Background: an optimization exercise with open tools, aiming at small area. Do not read the settings as production practice. The RTL was checked by simulation tests, not by an equivalence proof against the original design. Power is estimated from default activity; no workload was simulated.

==> inputs of trial 18 <==
## processor
module processor
(
	input wire clk_i,
	input wire rst_i,
	input wire stall_i,
	output wire [31:0] addr_o,
	input wire [31:0] data_i,
	output wire [31:0] data_o,
	output wire [3:0] data_w_o,
	output wire [2:0] data_mode_o,
	input wire [7:0] extio_in,
	output wire [7:0] extio_out
);
	wire irq_cpu; wire irq_ack_cpu; wire exception_cpu;
	wire [31:0] irq_vector_cpu; wire [31:0] inst_addr_cpu; wire [31:0] data_addr_cpu; wire [31:0] data_in_cpu;
	wire [3:0] data_w_cpu;
	datapath core
	(
		.clock(clk_i),
		.reset(rst_i),
		.stall(stall_i),
		.irq_vector(irq_vector_cpu),
		.irq(irq_cpu),
		.irq_ack(irq_ack_cpu),
		.exception(exception_cpu),
		.inst_addr(inst_addr_cpu),
		.inst_in(data_i),
		.data_addr(data_addr_cpu),
		.data_in(data_in_cpu),
		.data_out(data_o),
		.data_w(data_w_cpu),
		.data_b(data_mode_o[2]),
		.data_h(data_mode_o[1]),
		.data_access(data_mode_o[0])
	);
	interrupt_controller int_control
	(
		.clock(clk_i),
		.reset(rst_i),
		.stall(stall_i),
		.irq_vector_cpu(irq_vector_cpu),
		.irq_cpu(irq_cpu),
		.irq_ack_cpu(irq_ack_cpu),
		.exception_cpu(exception_cpu),
		.inst_addr_cpu(inst_addr_cpu),
  ...
==> module interrupt_controller, before the edit <==
module interrupt_controller
(
	input wire clock,
	input wire reset,
	input wire stall,
	output wire [31:0] irq_vector_cpu,
	output wire irq_cpu,
	input wire irq_ack_cpu,
	input wire exception_cpu,
	input wire [31:0] inst_addr_cpu,
	input wire [31:0] data_addr_cpu,
	output wire [31:0] data_in_cpu,
	input wire [31:0] data_out_cpu,
	input wire [3:0] data_w_cpu,
	input wire data_access_cpu,
	output wire [31:0] addr_mem,
	input wire [31:0] data_read_mem,
	output wire [3:0] data_we_mem,
	input wire [7:0] extio_in,
	output wire [7:0] extio_out
);
	reg [7:0] irq_mask_reg; reg [7:0] irq_status_reg; reg [7:0] extio_out_reg;
	reg [31:0] periph_data; reg [31:0] irq_vector_reg; reg [31:0] irq_epc_reg;
	wire interrupt; reg irq;
	parameter [2:0] irq_idle = 0, irq_int = 1, irq_req = 2, irq_ackn = 3, irq_done = 4;
	reg [2:0] pulse_state;
	reg [2:0] pulse_next_state;
	wire periph_access; reg periph_access_dly; wire periph_access_we;
	always @(posedge clock) begin
		case (data_addr_cpu[7:4])
		4'b0000 : begin periph_data <= irq_vector_reg; end			 
		4'b0001 : begin periph_data <= {extio_in,24'h000000}; end		 
		4'b0010 : begin periph_data <= {irq_mask_reg,24'h000000}; end		 
		4'b0011 : begin periph_data <= {irq_status_reg,24'h000000}; end		 
		4'b0100 : begin 							 
			periph_data <= {irq_epc_reg[7:0],irq_epc_reg[15:8],irq_epc_reg[23:16],irq_epc_reg[31:24]};
		end
		4'b1000 : begin periph_data <= {extio_in,24'h000000}; end		 
		4'b1001 : begin periph_data <= {extio_out_reg,24'h000000}; end		 
		default : begin periph_data <= data_read_mem; end
		endcase
	end
	hold_mux32 data_in_sel (.en(periph_access_dly), .en_n(~periph_access_dly), .d(periph_data), .q(data_read_mem), .y(data_in_cpu));
	wire vec_we; wire [31:0] irq_vector_d;
	assign vec_we = periph_access == 1'b1 && periph_access_we == 1'b1 && data_addr_cpu[7:4] == 4'b0000;
	hold_mux32 vec_hold (.en(vec_we), .en_n(~vec_we),
		.d({data_out_cpu[7:0],data_out_cpu[15:8],data_out_cpu[23:16],data_out_cpu[31:24]}),
		.q(irq_vector_reg), .y(irq_vector_d));
	always @(posedge clock or posedge reset) begin
		if (reset == 1'b1)
			irq_vector_reg <= {32{1'b0}};
		else
			irq_vector_reg <= irq_vector_d;
	end
	always @(posedge clock or posedge reset) begin
		if (reset == 1'b1) begin
			irq_mask_reg <= {8{1'b0}};
			irq_status_reg <= {8{1'b0}};
			extio_out_reg <= {8{1'b0}};
		end else begin
			if (periph_access == 1'b1 && periph_access_we == 1'b1) begin
				case (data_addr_cpu[7:4])
				4'b0010 : begin				 
					irq_mask_reg <= data_out_cpu[31:24];
				end
				4'b0011 : begin				 
					irq_status_reg <= data_out_cpu[31:24];
				end
				4'b1001 : begin				 
					extio_out_reg <= data_out_cpu[31:24];
				end
				default : begin
				end
				endcase
			end
			if (irq_ack_cpu == 1'b1 || exception_cpu == 1'b1) begin
				irq_status_reg[0] <= 1'b0;		 
			end
		end
	end
	wire epc_we; wire [31:0] irq_epc_d;
	assign epc_we = (irq == 1'b1 && irq_ack_cpu == 1'b0) || exception_cpu == 1'b1;
	hold_mux32 epc_hold (.en(epc_we), .en_n(~epc_we), .d(inst_addr_cpu), .q(irq_epc_reg), .y(irq_epc_d));
	always @(posedge clock or posedge reset) begin
		if (reset == 1'b1) begin
			irq_epc_reg <= 32'h00000000;
		end else begin
			irq_epc_reg <= irq_epc_d;
		end
	end
	always @(posedge clock or posedge reset) begin
		if (reset == 1'b1) begin
			pulse_state <= irq_idle;
			pulse_next_state <= irq_idle;
			irq <= 1'b0;
		end else begin
			if (stall == 1'b0) begin
				pulse_state <= pulse_next_state;
				case (pulse_state)
				irq_idle : begin
					if (interrupt == 1'b1 && irq_status_reg[0] == 1'b1) begin
						pulse_next_state <= irq_int;
					end
				end
				irq_int : begin
					irq <= 1'b1;
					pulse_next_state <= irq_req;
				end
				irq_req : begin
					if (irq_ack_cpu == 1'b1) begin
						irq <= 1'b0;
						pulse_next_state <= irq_ackn;
					end
				end
				irq_ackn : begin
					pulse_next_state <= irq_done;
				end
				irq_done : begin
					if (irq_status_reg[0] == 1'b1) begin
						pulse_next_state <= irq_idle;
					end
				end
				default : begin
					pulse_next_state <= irq_idle;
				end
				endcase
			end
		end
	end
	always @(posedge clock or posedge reset) begin
		if (reset == 1'b1) begin
			periph_access_dly <= 1'b0;
		end else begin
			if (stall == 1'b0) begin
				periph_access_dly <= periph_access;
			end
		end
	end
	assign periph_access = data_addr_cpu[31:27] == 5'b11110 && data_access_cpu == 1'b1 ? 1'b1 : 1'b0;
	assign periph_access_we = data_w_cpu != 4'b0000 ? 1'b1 : 1'b0;
	hold_mux32 addr_sel (.en(data_access_cpu), .en_n(~data_access_cpu), .d(data_addr_cpu), .q(inst_addr_cpu), .y(addr_mem));
	assign data_we_mem = data_access_cpu == 1'b1 && periph_access == 1'b0 ? data_w_cpu : 4'b0000;
	assign interrupt = (extio_in & irq_mask_reg) != 8'h00;
	assign irq_cpu = irq;
	assign irq_vector_cpu = irq_vector_reg;
	assign extio_out = extio_out_reg;
endmodule
clock: 12.0 ns
lec_check: 0
cap_margin: 20
core_margin: 2
core_utilization: 45
cts_buf_list: sky130_fd_sc_hd__clkbuf_8
cts_cluster_diameter: 80
cts_cluster_size: 12
slew_margin: 20
synth_hierarchical: 1
run.sh (not shown) runs the stock make flow with config.mk's settings and CLKGATE_MAP_FILE= SYNTH_SCRIPT=/design/flow/synth_recipe.tcl, a recipe that flattens the netlist after the stock synthesis.
==> trial 69 (differences from trial 18) <==
--- a/flow/design.v
+++ b/flow/design.v
@@ -528,26 +528,26 @@
 		else
 			irq_vector_reg <= irq_vector_d;
 	end
+	wire mask_we; wire extio_we; wire [7:0] irq_mask_d; wire [7:0] extio_out_d;
+	assign mask_we = periph_access == 1'b1 && periph_access_we == 1'b1 && data_addr_cpu[7:4] == 4'b0010;
+	assign extio_we = periph_access == 1'b1 && periph_access_we == 1'b1 && data_addr_cpu[7:4] == 4'b1001;
+	hold_mux8 mask_hold (.en(mask_we), .en_n(~mask_we), .d(data_out_cpu[31:24]), .q(irq_mask_reg), .y(irq_mask_d));
+	hold_mux8 extio_hold (.en(extio_we), .en_n(~extio_we), .d(data_out_cpu[31:24]), .q(extio_out_reg), .y(extio_out_d));
 	always @(posedge clock or posedge reset) begin
 		if (reset == 1'b1) begin
 			irq_mask_reg <= {8{1'b0}};
-			irq_status_reg <= {8{1'b0}};
 			extio_out_reg <= {8{1'b0}};
 		end else begin
-			if (periph_access == 1'b1 && periph_access_we == 1'b1) begin
-				case (data_addr_cpu[7:4])
-				4'b0010 : begin				 
-					irq_mask_reg <= data_out_cpu[31:24];
-				end
-				4'b0011 : begin				 
-					irq_status_reg <= data_out_cpu[31:24];
-				end
-				4'b1001 : begin				 
-					extio_out_reg <= data_out_cpu[31:24];
-				end
-				default : begin
-				end
-				endcase
+			irq_mask_reg <= irq_mask_d;
+			extio_out_reg <= extio_out_d;
+		end
+	end
+	always @(posedge clock or posedge reset) begin
+		if (reset == 1'b1) begin
+			irq_status_reg <= {8{1'b0}};
+		end else begin
+			if (periph_access == 1'b1 && periph_access_we == 1'b1 && data_addr_cpu[7:4] == 4'b0011) begin
+				irq_status_reg <= data_out_cpu[31:24];
 			end
 			if (irq_ack_cpu == 1'b1 || exception_cpu == 1'b1) begin
 				irq_status_reg[0] <= 1'b0;		 
@@ -621,3 +621,13 @@
 	assign irq_vector_cpu = irq_vector_reg;
 	assign extio_out = extio_out_reg;
 endmodule
+module hold_mux8
+(
+	input wire en,
+	input wire en_n,
+	input wire [7:0] d,
+	input wire [7:0] q,
+	output wire [7:0] y
+);
+	assign y = (d & {8{en}}) | (q & {8{en_n}});
+endmodule
==> flow/flow/run.sh (new file) <==
#!/bin/bash
# Own flow: the standard layout (standard.sh) with these changes:
#  - synthesis maps with an area-leaning ABC script (flow/abc_area_relaxed.script)
#    through flow/my_abc_synth.tcl, which is synth_recipe.tcl with the abc call
#    redirected (same registers, flattening and renaming);
#  - every port still gets a buffer, a sky130_fd_sc_hd__buf_1;
#  - clock tree built from clkbuf_8 in clusters of up to 14 sinks, without dummy loads;
set -euo pipefail
W=$(pwd)
bash standard.sh finish \
  SYNTH_SCRIPT="$W/flow/my_abc_synth.tcl" \
  "BUFFER_PORTS_ARGS=-buffer_cell sky130_fd_sc_hd__buf_1" \
  "CTS_ARGS=-sink_clustering_enable -repair_clock_nets -buf_list sky130_fd_sc_hd__clkbuf_8 -sink_clustering_size 14 -sink_clustering_max_diameter 90 -dont_use_dummy_load" \
  > "$W/standard_flow.log" 2>&1
test -f "$W/out/final.def"
==> flow/flow/abc_area_relaxed.script (new file) <==
&get -n
&st
&dch
&nf -R 1000 -p
&put
topo
stime -c
==> flow/flow/my_abc_synth.tcl (new file) <==
proc synth {args} { yosys synth -nofsm -noshare {*}$args }
# map with an area-leaning ABC script in place of ORFS's speed script
set ::my_abc_script [file join [file dirname [file normalize [info script]]] abc_area_relaxed.script]
proc abc {args} {
  set i [lsearch -exact $args -script]
  if {$i >= 0} { lset args [expr {$i + 1}] $::my_abc_script }
  yosys abc {*}$args
}
source $::env(SCRIPTS_DIR)/synth.tcl
# left out here: clear keep_hierarchy, flatten, clean up, hide names made inside functions, write 1_2_yosys.v
==> flow/standard.sh (new file) <==
#!/bin/bash
# synth_recipe.tcl (not shown) runs the flow's synth.tcl, then flattens the netlist and writes it again
# the make line also repeats each setting of config.mk as NAME=value (left out here)
make -C /OpenROAD-flow-scripts/flow DESIGN_CONFIG=/design/flow/config.mk WORK_HOME=/design/flow/orfs CLKGATE_MAP_FILE= SYNTH_SCRIPT=/design/flow/synth_recipe.tcl "${@:-finish}"
- CTS_BUF_LIST: sky130_fd_sc_hd__clkbuf_8 -> unset
- CTS_CLUSTER_DIAMETER: 80 -> unset
- CTS_CLUSTER_SIZE: 12 -> unset
removed: flow/run.sh
==> summary.txt <==
Trial 18 completed without violations. Trial 69 passed the timing, DRC and antenna checks. Between trial 18 and trial 69, the lower worst hold slack is in trial 69 (gap 0.011 ns). In trial 69 the combinational power is lower than in trial 18, by about 35%. Against trial 18, the area after synthesis of trial 69 is lower by about 11%. Of trial 69 and trial 18, trial 18 has the higher final cell count (gap 5.7%, measured against trial 18). In trial 69 the global-route usage is higher than in trial 18, by 1.6 points. In trial 69 the register-to-register slack is worse than in trial 18, by 1.3 ns. In trial 18 the total power is larger than in trial 69, by about 22%. In sequential cell count, trial 18 and trial 69 do not differ. In trial 18 the die area is larger than in trial 69, by about 12%. Of trial 18 and trial 69, trial 69 has the higher sequential share of layout area (gap 2.4 points).
==> figures <==
item	trial 69	trial 18
Cell seen most often among critical-path stages	sky130_fd_sc_hd__nand2_1	sky130_fd_sc_hd__a21oi_2
Worst Setup Slack, final	0.754 ns	0.935 ns
Mapped Area	36,400 µm²	40,900 µm²
Met2 capacity usage during global routing	0.561	0.519
Total routed wire length on the met1 layer	67.1 mm	71.7 mm
Endpoint of the worst hold-timing path	int_control.pulse_state[0]$_DFFE_PP0N_	core.register_bank.regs[12].q[9]$_DFF_P_
Non-clock inverter count in the final layout	144	149
Placed standard-cell area	39,600 µm²	41,800 µm²
Combinational Power	1.15 mW	1.78 mW
Die area	83,100 µm²	93,400 µm²
Overall power consumption	5.29 mW	6.47 mW
Number of levels in the clock H-tree	2	3
Total clock buffers created by CTS	61	74
Run status	no timing/DRC/antenna violations	no timing/DRC/antenna violations
Power density over the cells	131 nW/µm²	150 nW/µm²
Portion of the clock cycle consumed by the worst path in the final layout	0.937	0.922
Tapcells	1,060	1,176
Switching power total	1.83 mW	2.47 mW
Count of clock-net buffers in the final layout	61	77
Routed length on met3	21.4 mm	25.3 mm
Relative slew margins	0.260	0.196
Wire length of the first global-routing pass	239 mm	257 mm

* * *

==> job 5455 <==
processor, a different RTL version from the one above (not shown whole).
==> flow/config.mk <==
export PLATFORM = sky130hd
export DESIGN_NAME = processor
export DESIGN_NICKNAME = processor
export VERILOG_FILES = /design/flow/design.v
export SDC_FILE = /design/flow/constraint.sdc
export NUM_CORES = 4
export LEC_CHECK = 0
export CAP_MARGIN = 20
export CORE_MARGIN = 2
export CORE_UTILIZATION = 45
export SLEW_MARGIN = 20
export SYNTH_HIERARCHICAL = 1
==> flow/constraint.sdc <==
create_clock -name core_clock -period 12.0 [get_ports {clk_i}]
set_input_delay 2.4000 -clock core_clock [delete_from_list [all_inputs] [get_ports {clk_i}]]
set_output_delay 2.4000 -clock core_clock [all_outputs]
set_load 0.01 [all_outputs]
standard.sh (not shown) runs the stock make flow with config.mk's settings and CLKGATE_MAP_FILE= SYNTH_SCRIPT=/design/flow/synth_recipe.tcl, a recipe that flattens the netlist after the stock synthesis.
==> flow/flow/run.sh <==
#!/bin/bash
# Own flow: the standard layout (standard.sh) with these changes:
#  - synthesis maps with an area-leaning ABC script (flow/abc_area_relaxed.script)
#    through flow/my_abc_synth.tcl, which is synth_recipe.tcl with the abc call
#    redirected (same registers, flattening and renaming);
#  - every port still gets a buffer, a sky130_fd_sc_hd__buf_1;
#  - clock tree built from clkbuf_8 in clusters of up to 12 sinks, without dummy loads;
set -euo pipefail
W=$(pwd)
bash standard.sh finish \
  SYNTH_SCRIPT="$W/flow/my_abc_synth.tcl" \
  "BUFFER_PORTS_ARGS=-buffer_cell sky130_fd_sc_hd__buf_1" \
  "CTS_ARGS=-sink_clustering_enable -repair_clock_nets -buf_list sky130_fd_sc_hd__clkbuf_8 -sink_clustering_size 12 -sink_clustering_max_diameter 80 -dont_use_dummy_load" \
  > "$W/standard_flow.log" 2>&1
test -f "$W/out/final.def"
==> flow/flow/abc_area_relaxed.script <==
&get -n
&st
&dch
&nf -R 1000 -p
&put
buffer -c
topo
stime -c
upsize -c
dnsize -c
==> flow/flow/my_abc_synth.tcl <==
proc synth {args} { yosys synth -nofsm -noshare {*}$args }
# map with an area-leaning ABC script in place of ORFS's speed script
set ::my_abc_script [file join [file dirname [file normalize [info script]]] abc_area_relaxed.script]
proc abc {args} {
  set i [lsearch -exact $args -script]
  if {$i >= 0} { lset args [expr {$i + 1}] $::my_abc_script }
  yosys abc {*}$args
}
source $::env(SCRIPTS_DIR)/synth.tcl
# left out here: clear keep_hierarchy, flatten, clean up, hide names made inside functions, write 1_2_yosys.v
==> job 241: changes against job 5455 <==
--- a/flow/design.v
+++ b/flow/design.v
@@ -75,41 +75,46 @@
 	output wire data_access
 );
 	wire mwait;
 	assign mwait = data_access;
 	localparam [3:0] T_NOP = 4'b0000, T_SYS = 4'b0001, T_JAL = 4'b0010, T_JALR = 4'b0011,
 		T_BR = 4'b0100, T_LUI = 4'b0101, T_AUIPC = 4'b0110, T_OPI = 4'b1000, T_OP = 4'b1001,
 		T_LD = 4'b1100, T_ST = 4'b1101;
 	reg [31:0] pc; reg [31:0] pc_last; reg [31:0] tgt;
-	wire [31:0] pc_plus4; wire [31:0] pc_next; wire [31:0] imm_d; wire [31:0] tgt_d; wire [31:0] tgt_base;
+	wire [31:0] pc_plus4; wire [31:0] imm_d; wire [31:0] tgt_d; wire [31:0] tgt_base;
 	wire [31:0] inst_sw; wire [3:0] itype_dec;
 	reg [3:0] t; reg [31:7] ir;
 	reg stall_reg; reg irq_ack_s_dly; reg bds; reg data_access_s_dly;
 	wire irq_ack_s; wire data_access_s; wire branch_taken; wire jump_taken; wire except; wire kill;
 	wire [31:0] read_data1; wire [31:0] read_data2; wire [31:0] write_data;
 	wire [31:0] alu_src1; wire [31:0] alu_src2; wire [31:0] result; wire [31:0] sum;
 	wire [31:0] imm_i; wire [31:0] imm_s;
 	wire [31:0] ld; wire wreg; wire equal; wire less_than;
 	wire [2:0] f3;
+	wire [31:0] pc_d; wire [31:0] pc_last_d;
+	wire s_vec; wire s_tgt; wire s_jalr; wire s_last; wire s_inc;
+	assign s_vec = ~stall & (irq_ack_s | except);
+	assign s_tgt = ~stall & (branch_taken | is_jal);
+	assign s_jalr = ~stall & is_jalr;
+	assign s_last = ~stall & data_access_s;
+	assign s_inc = ~stall & ~(irq_ack_s | except | branch_taken | jump_taken | data_access_s);
+	sel6_32 pc_sel (.s0(stall), .d0(pc), .s1(s_vec), .d1(irq_vector), .s2(s_tgt), .d2(tgt),
+		.s3(s_jalr), .d3(sum), .s4(s_last), .d4(pc_last), .s5(s_inc), .d5(pc_plus4), .y(pc_d));
+	hold_mux32 pc_last_hold (.en(~stall), .en_n(stall), .d(pc), .q(pc_last), .y(pc_last_d));
 	always @(posedge clock or posedge reset) begin
 		if (reset == 1'b1) begin
 			pc <= {32{1'b0}};
 			pc_last <= {32{1'b0}};
 		end else begin
-			if (stall == 1'b0) begin
-				pc <= pc_next;
-				pc_last <= pc;
-			end
+			pc <= pc_d;
+			pc_last <= pc_last_d;
 		end
 	end
 	assign pc_plus4 = {pc[31:2] + 30'd1, pc[1:0]};
-	assign pc_next = irq_ack_s == 1'b1 || except == 1'b1 ? irq_vector :
-		branch_taken == 1'b1 || is_jal == 1'b1 ? tgt : is_jalr == 1'b1 ? sum :
-		data_access_s == 1'b1 ? pc_last : pc_plus4;
 	assign irq_ack_s = irq & ~bds & ~branch_taken & ~jump_taken & ~data_access_s;
 	assign irq_ack = irq_ack_s_dly;
 	assign exception = except;
 	always @(posedge clock or posedge reset) begin
 		if (reset == 1'b1) begin
 			irq_ack_s_dly <= 1'b0;
 			bds <= 1'b0;
 			data_access_s_dly <= 1'b0;
@@ -151,21 +156,23 @@
 		.a(tgt_base),
 		.b(imm_d),
 		.cin(1'b0),
 		.p(),
 		.g(),
 		.sum(tgt_d),
 		.cout()
 	);
+	wire dec_en; wire [31:0] tgt_hold;
+	assign dec_en = stall == 1'b0 && mwait == 1'b0;
+	hold_mux32 tgt_load (.en(dec_en), .en_n(~dec_en), .d(tgt_d), .q(tgt), .y(tgt_hold));
 	always @(posedge clock) begin
-		if (stall == 1'b0 && mwait == 1'b0) begin
+		if (dec_en)
 			ir <= inst_sw[31:7];
-			tgt <= tgt_d;
-		end
+		tgt <= tgt_hold;
 	end
 	wire is_mem = t[3] & t[2];
 	wire is_ld = t == T_LD;
 	wire is_st = t == T_ST;
 	wire is_br = t == T_BR;
 	wire is_jal = t == T_JAL;
 	wire is_jalr = t == T_JALR;
 	wire is_lui = t == T_LUI;
@@ -237,16 +244,28 @@
 	assign ld_b0 = f3[1:0] == 2'b10 || result[1:0] == 2'b00 || (f3[1:0] == 2'b01 && result[1] == 1'b0) ? data_in[31:24] :
 		result[1:0] == 2'b01 ? data_in[23:16] : result[1:0] == 2'b10 || f3[1:0] == 2'b01 ? data_in[15:8] : data_in[7:0];
 	assign ld_b1 = f3[1:0] == 2'b10 || result[1] == 1'b0 ? data_in[23:16] : data_in[7:0];
 	assign ld_sign = ~f3[2] & (f3[1:0] == 2'b00 ? ld_b0[7] : ld_b1[7]);
 	assign ld = f3[1:0] == 2'b10 ? {data_in[7:0], data_in[15:8], ld_b1, ld_b0} :
 		f3[1:0] == 2'b01 ? {{16{ld_sign}}, ld_b1, ld_b0} : {{24{ld_sign}}, ld_b0};
 	assign write_data = is_ld ? ld : jump_taken ? pc_last : result;
 endmodule
+module sel6_32
+(
+	input wire s0, input wire [31:0] d0,
+	input wire s1, input wire [31:0] d1,
+	input wire s2, input wire [31:0] d2,
+	input wire s3, input wire [31:0] d3,
+	input wire s4, input wire [31:0] d4,
+	input wire s5, input wire [31:0] d5,
+	output wire [31:0] y
+);
+	assign y = (d0 & {32{s0}}) | (d1 & {32{s1}}) | (d2 & {32{s2}}) | (d3 & {32{s3}}) | (d4 & {32{s4}}) | (d5 & {32{s5}});
+endmodule
 module control
 (
 	input wire [6:0] opcode,
 	input wire [2:0] funct3,
 	input wire [6:0] funct7,
 	output reg [3:0] itype
 );
 	wire f7z = funct7 == 7'b0000000;
@@ -273,37 +292,49 @@
 	input wire [3:0] read_reg1,
 	input wire [3:0] read_reg2,
 	input wire [3:0] write_reg,
 	input wire wreg,
 	input wire [31:0] write_data,
 	output wire [31:0] read_data1,
 	output wire [31:0] read_data2
 );
-	reg [31:0] registers[1:15];
-	wire [15:1] sel1; wire [15:1] sel2;
-	integer i;
+	wire [15:1] sel1; wire [15:1] sel2; wire [15:1] we;
+	wire [31:0] r [1:15];
 	genvar g;
-	always @(posedge clock) begin
-		for (i = 1; i < 16; i = i + 1)
-			if (wreg == 1'b1 && write_reg == i)
-				registers[i] <= write_data;
-	end
 	generate
-		for (g = 1; g < 16; g = g + 1) begin : dec
+		for (g = 1; g < 16; g = g + 1) begin : regs
+			reg [31:0] q;
+			wire [31:0] d;
+			assign we[g] = wreg == 1'b1 && write_reg == g;
+			hold_mux32 hold (.en(we[g]), .en_n(~we[g]), .d(write_data), .q(q), .y(d));
+			always @(posedge clock) begin
+				q <= d;
+			end
+			assign r[g] = q;
 			assign sel1[g] = read_reg1 == g;
 			assign sel2[g] = read_reg2 == g;
 		end
 	endgenerate
-	rf_read port1 (.sel(sel1), .r1(registers[1]), .r2(registers[2]), .r3(registers[3]), .r4(registers[4]), .r5(registers[5]),
-		.r6(registers[6]), .r7(registers[7]), .r8(registers[8]), .r9(registers[9]), .r10(registers[10]),
-		.r11(registers[11]), .r12(registers[12]), .r13(registers[13]), .r14(registers[14]), .r15(registers[15]), .y(read_data1));
-	rf_read port2 (.sel(sel2), .r1(registers[1]), .r2(registers[2]), .r3(registers[3]), .r4(registers[4]), .r5(registers[5]),
-		.r6(registers[6]), .r7(registers[7]), .r8(registers[8]), .r9(registers[9]), .r10(registers[10]),
-		.r11(registers[11]), .r12(registers[12]), .r13(registers[13]), .r14(registers[14]), .r15(registers[15]), .y(read_data2));
+	rf_read port1 (.sel(sel1), .r1(r[1]), .r2(r[2]), .r3(r[3]), .r4(r[4]), .r5(r[5]),
+		.r6(r[6]), .r7(r[7]), .r8(r[8]), .r9(r[9]), .r10(r[10]),
+		.r11(r[11]), .r12(r[12]), .r13(r[13]), .r14(r[14]), .r15(r[15]), .y(read_data1));
+	rf_read port2 (.sel(sel2), .r1(r[1]), .r2(r[2]), .r3(r[3]), .r4(r[4]), .r5(r[5]),
+		.r6(r[6]), .r7(r[7]), .r8(r[8]), .r9(r[9]), .r10(r[10]),
+		.r11(r[11]), .r12(r[12]), .r13(r[13]), .r14(r[14]), .r15(r[15]), .y(read_data2));
+endmodule
+module hold_mux32
+(
+	input wire en,
+	input wire en_n,
+	input wire [31:0] d,
+	input wire [31:0] q,
+	output wire [31:0] y
+);
+	assign y = (d & {32{en}}) | (q & {32{en_n}});
 endmodule
 module rf_read
 (
 	input wire [15:1] sel,
 	input wire [31:0] r1, input wire [31:0] r2, input wire [31:0] r3, input wire [31:0] r4, input wire [31:0] r5,
 	input wire [31:0] r6, input wire [31:0] r7, input wire [31:0] r8, input wire [31:0] r9, input wire [31:0] r10,
 	input wire [31:0] r11, input wire [31:0] r12, input wire [31:0] r13, input wire [31:0] r14, input wire [31:0] r15,
 	output wire [31:0] y
@@ -412,27 +443,41 @@
 module bshift
 (
 	input wire lshift,
 	input wire arith,
 	input wire [4:0] shift,
 	input wire [31:0] in,
 	output wire [31:0] out
 );
-	wire [31:0] x; wire [63:0] ext;
+	wire [31:0] rev; wire [31:0] x_n; wire [31:0] s0; wire [31:0] s1_n; wire [31:0] s2; wire [31:0] s3_n;
 	wire fill;
 	genvar i;
 	generate
-		for (i = 0; i < 32; i = i + 1) begin : rev
-			assign x[i] = lshift ? in[31 - i] : in[i];
+		for (i = 0; i < 32; i = i + 1) begin : reverse
+			assign rev[i] = in[31 - i];
 		end
 	endgenerate
 	assign fill = arith & ~lshift & in[31];
-	assign ext = {{32{fill}}, x} >> shift;
-	assign out = ext[31:0];
+	aoi_mux32 st_rev (.a(rev), .b(in), .s(lshift), .s_n(~lshift), .y(x_n));
+	aoi_mux32 st0 (.a({~fill, x_n[31:1]}), .b(x_n), .s(shift[0]), .s_n(~shift[0]), .y(s0));
+	aoi_mux32 st1 (.a({{2{fill}}, s0[31:2]}), .b(s0), .s(shift[1]), .s_n(~shift[1]), .y(s1_n));
+	aoi_mux32 st2 (.a({{4{~fill}}, s1_n[31:4]}), .b(s1_n), .s(shift[2]), .s_n(~shift[2]), .y(s2));
+	aoi_mux32 st3 (.a({{8{fill}}, s2[31:8]}), .b(s2), .s(shift[3]), .s_n(~shift[3]), .y(s3_n));
+	aoi_mux32 st4 (.a({{16{~fill}}, s3_n[31:16]}), .b(s3_n), .s(shift[4]), .s_n(~shift[4]), .y(out));
+endmodule
+module aoi_mux32
+(
+	input wire [31:0] a,
+	input wire [31:0] b,
+	input wire s,
+	input wire s_n,
+	output wire [31:0] y
+);
+	assign y = ~((a & {32{s}}) | (b & {32{s_n}}));
 endmodule
 module interrupt_controller
 (
 	input wire clock,
 	input wire reset,
 	input wire stall,
 	output wire [31:0] irq_vector_cpu,
 	output wire irq_cpu,
@@ -466,29 +511,36 @@
 		4'b0100 : begin 							 
 			periph_data <= {irq_epc_reg[7:0],irq_epc_reg[15:8],irq_epc_reg[23:16],irq_epc_reg[31:24]};
 		end
 		4'b1000 : begin periph_data <= {extio_in,24'h000000}; end		 
 		4'b1001 : begin periph_data <= {extio_out_reg,24'h000000}; end		 
 		default : begin periph_data <= data_read_mem; end
 		endcase
 	end
-	assign data_in_cpu = periph_access_dly == 1'b0 ? data_read_mem : periph_data;
+	hold_mux32 data_in_sel (.en(periph_access_dly), .en_n(~periph_access_dly), .d(periph_data), .q(data_read_mem), .y(data_in_cpu));
+	wire vec_we; wire [31:0] irq_vector_d;
+	assign vec_we = periph_access == 1'b1 && periph_access_we == 1'b1 && data_addr_cpu[7:4] == 4'b0000;
+	hold_mux32 vec_hold (.en(vec_we), .en_n(~vec_we),
+		.d({data_out_cpu[7:0],data_out_cpu[15:8],data_out_cpu[23:16],data_out_cpu[31:24]}),
+		.q(irq_vector_reg), .y(irq_vector_d));
 	always @(posedge clock or posedge reset) begin
-		if (reset == 1'b1) begin
+		if (reset == 1'b1)
 			irq_vector_reg <= {32{1'b0}};
+		else
+			irq_vector_reg <= irq_vector_d;
+	end
+	always @(posedge clock or posedge reset) begin
+		if (reset == 1'b1) begin
 			irq_mask_reg <= {8{1'b0}};
 			irq_status_reg <= {8{1'b0}};
 			extio_out_reg <= {8{1'b0}};
 		end else begin
 			if (periph_access == 1'b1 && periph_access_we == 1'b1) begin
 				case (data_addr_cpu[7:4])
-				4'b0000 : begin				 
-					irq_vector_reg <= {data_out_cpu[7:0],data_out_cpu[15:8],data_out_cpu[23:16],data_out_cpu[31:24]};
-				end
 				4'b0010 : begin				 
 					irq_mask_reg <= data_out_cpu[31:24];
 				end
 				4'b0011 : begin				 
 					irq_status_reg <= data_out_cpu[31:24];
 				end
 				4'b1001 : begin				 
 					extio_out_reg <= data_out_cpu[31:24];
@@ -497,23 +549,24 @@
 				end
 				endcase
 			end
 			if (irq_ack_cpu == 1'b1 || exception_cpu == 1'b1) begin
 				irq_status_reg[0] <= 1'b0;		 
 			end
 		end
 	end
+	wire epc_we; wire [31:0] irq_epc_d;
+	assign epc_we = (irq == 1'b1 && irq_ack_cpu == 1'b0) || exception_cpu == 1'b1;
+	hold_mux32 epc_hold (.en(epc_we), .en_n(~epc_we), .d(inst_addr_cpu), .q(irq_epc_reg), .y(irq_epc_d));
 	always @(posedge clock or posedge reset) begin
 		if (reset == 1'b1) begin
 			irq_epc_reg <= 32'h00000000;
 		end else begin
-			if (((irq == 1'b1 && irq_ack_cpu == 1'b0) || exception_cpu == 1'b1)) begin
-				irq_epc_reg <= inst_addr_cpu;
-			end
+			irq_epc_reg <= irq_epc_d;
 		end
 	end
 	always @(posedge clock or posedge reset) begin
 		if (reset == 1'b1) begin
 			pulse_state <= irq_idle;
 			pulse_next_state <= irq_idle;
 			irq <= 1'b0;
 		end else begin
@@ -556,15 +609,15 @@
 		end else begin
 			if (stall == 1'b0) begin
 				periph_access_dly <= periph_access;
 			end
 		end
 	end
 	assign periph_access = data_addr_cpu[31:27] == 5'b11110 && data_access_cpu == 1'b1 ? 1'b1 : 1'b0;
 	assign periph_access_we = data_w_cpu != 4'b0000 ? 1'b1 : 1'b0;
-	assign addr_mem = data_access_cpu == 1'b1 ? data_addr_cpu : inst_addr_cpu;
+	hold_mux32 addr_sel (.en(data_access_cpu), .en_n(~data_access_cpu), .d(data_addr_cpu), .q(inst_addr_cpu), .y(addr_mem));
 	assign data_we_mem = data_access_cpu == 1'b1 && periph_access == 1'b0 ? data_w_cpu : 4'b0000;
 	assign interrupt = (extio_in & irq_mask_reg) != 8'h00;
 	assign irq_cpu = irq;
 	assign irq_vector_cpu = irq_vector_reg;
 	assign extio_out = extio_out_reg;
 endmodule
==> flow/flow/abc_area_relaxed.script (replaced) <==
&get -n
&st
&dch
&nf -R 1000 -p
&put
topo
stime -c
==> comparison <==
In job 5455 the final cell count is smaller than in job 241, by 5.1%. In combinational power, job 5455 is at 2.6 times the value of job 241. Job 5455 produced a clean layout. Job 241 produced a clean layout. Of job 5455 and job 241, job 241 has the higher synthesized cell count (gap 1.7%, measured against job 241). Of job 5455 and job 241, job 241 has the higher wire length (gap 6.8%, measured against job 241). Against job 5455, the clock skew of job 241 is higher by 0.027 ns. Of job 241 and job 5455, job 241 has the higher via count (gap 14%, measured against job 5455). Worst setup slack: job 5455 is higher than job 241 (0.74 ns). Of job 241 and job 5455, job 241 has the higher core utilization (gap 2.3 points).
==> figures <==
item                                                   job 241     job 5455
Clock share of power                                     28.7%        20.3%
Placer's final routability congestion estimate            1.01         1.03
Outcome                       no timing/DRC/antenna violations  no timing/DRC/antenna violations
Final worst-path cycle share                             96.8%        90.6%
Post-layout instance count excluding filler cells         4913         4664
Placed instance count                                     4834         4580
Global Route met1 Usage                                  55.5%        47.0%
Share of total power in sequential cells                 54.1%        47.6%
Power per cell area                                121 nW/um^2  160 nW/um^2
Delay of the slowest critical-path stage               0.53 ns      0.51 ns
Net switching share of the total power                   31.9%        37.1%
Clk_buf instances                                           74           73
Total global routing track utilization                   39.0%        33.6%
Setup slack on the worst flop-to-flop path             1.47 ns      2.02 ns
Net Sw Power                                           1570 uW      2540 uW
Cell row count                                             104          109
Maximum VDD drop                                        114 uV       142 uV

## port drivers added, routing unchanged
The results above use ideal ports. As a check the final layouts listed here were re-extracted and re-timed, cells and wires unchanged. Step 1, drivers: a clkbuf_16 drives clk_i and a buf_2 each remaining input, both assumed. Step 2 times the ports against the registers' clock, not the clock port: input delays grow and output delays shrink by t, the midpoint of the rising clock arrivals with the driver on. Slacks: ideal ports / drivers / drivers and shift; pairs: ideal ports / drivers.
| run | shift t [ns] | slack for setup (ns) | worst slew at a driven data input, ns | pins driven straight from the clock port |
|---|---|---|---|---|
| trial 18 | 0.810 | 0.935 / 0.861 / 1.671 | 0.05 | 1 |
| trial 69 | 0.775 | 0.754 / 0.688 / 1.463 | 0.04 | 1 |
| job 5455 | 0.744 | 1.127 / 1.063 / 1.808 | 0.05 | 1 |
| job 241 | 0.739 | 0.390 / 0.327 / 1.065 | 0.04 | 1 |
After both steps setup and hold are still met in every run listed.
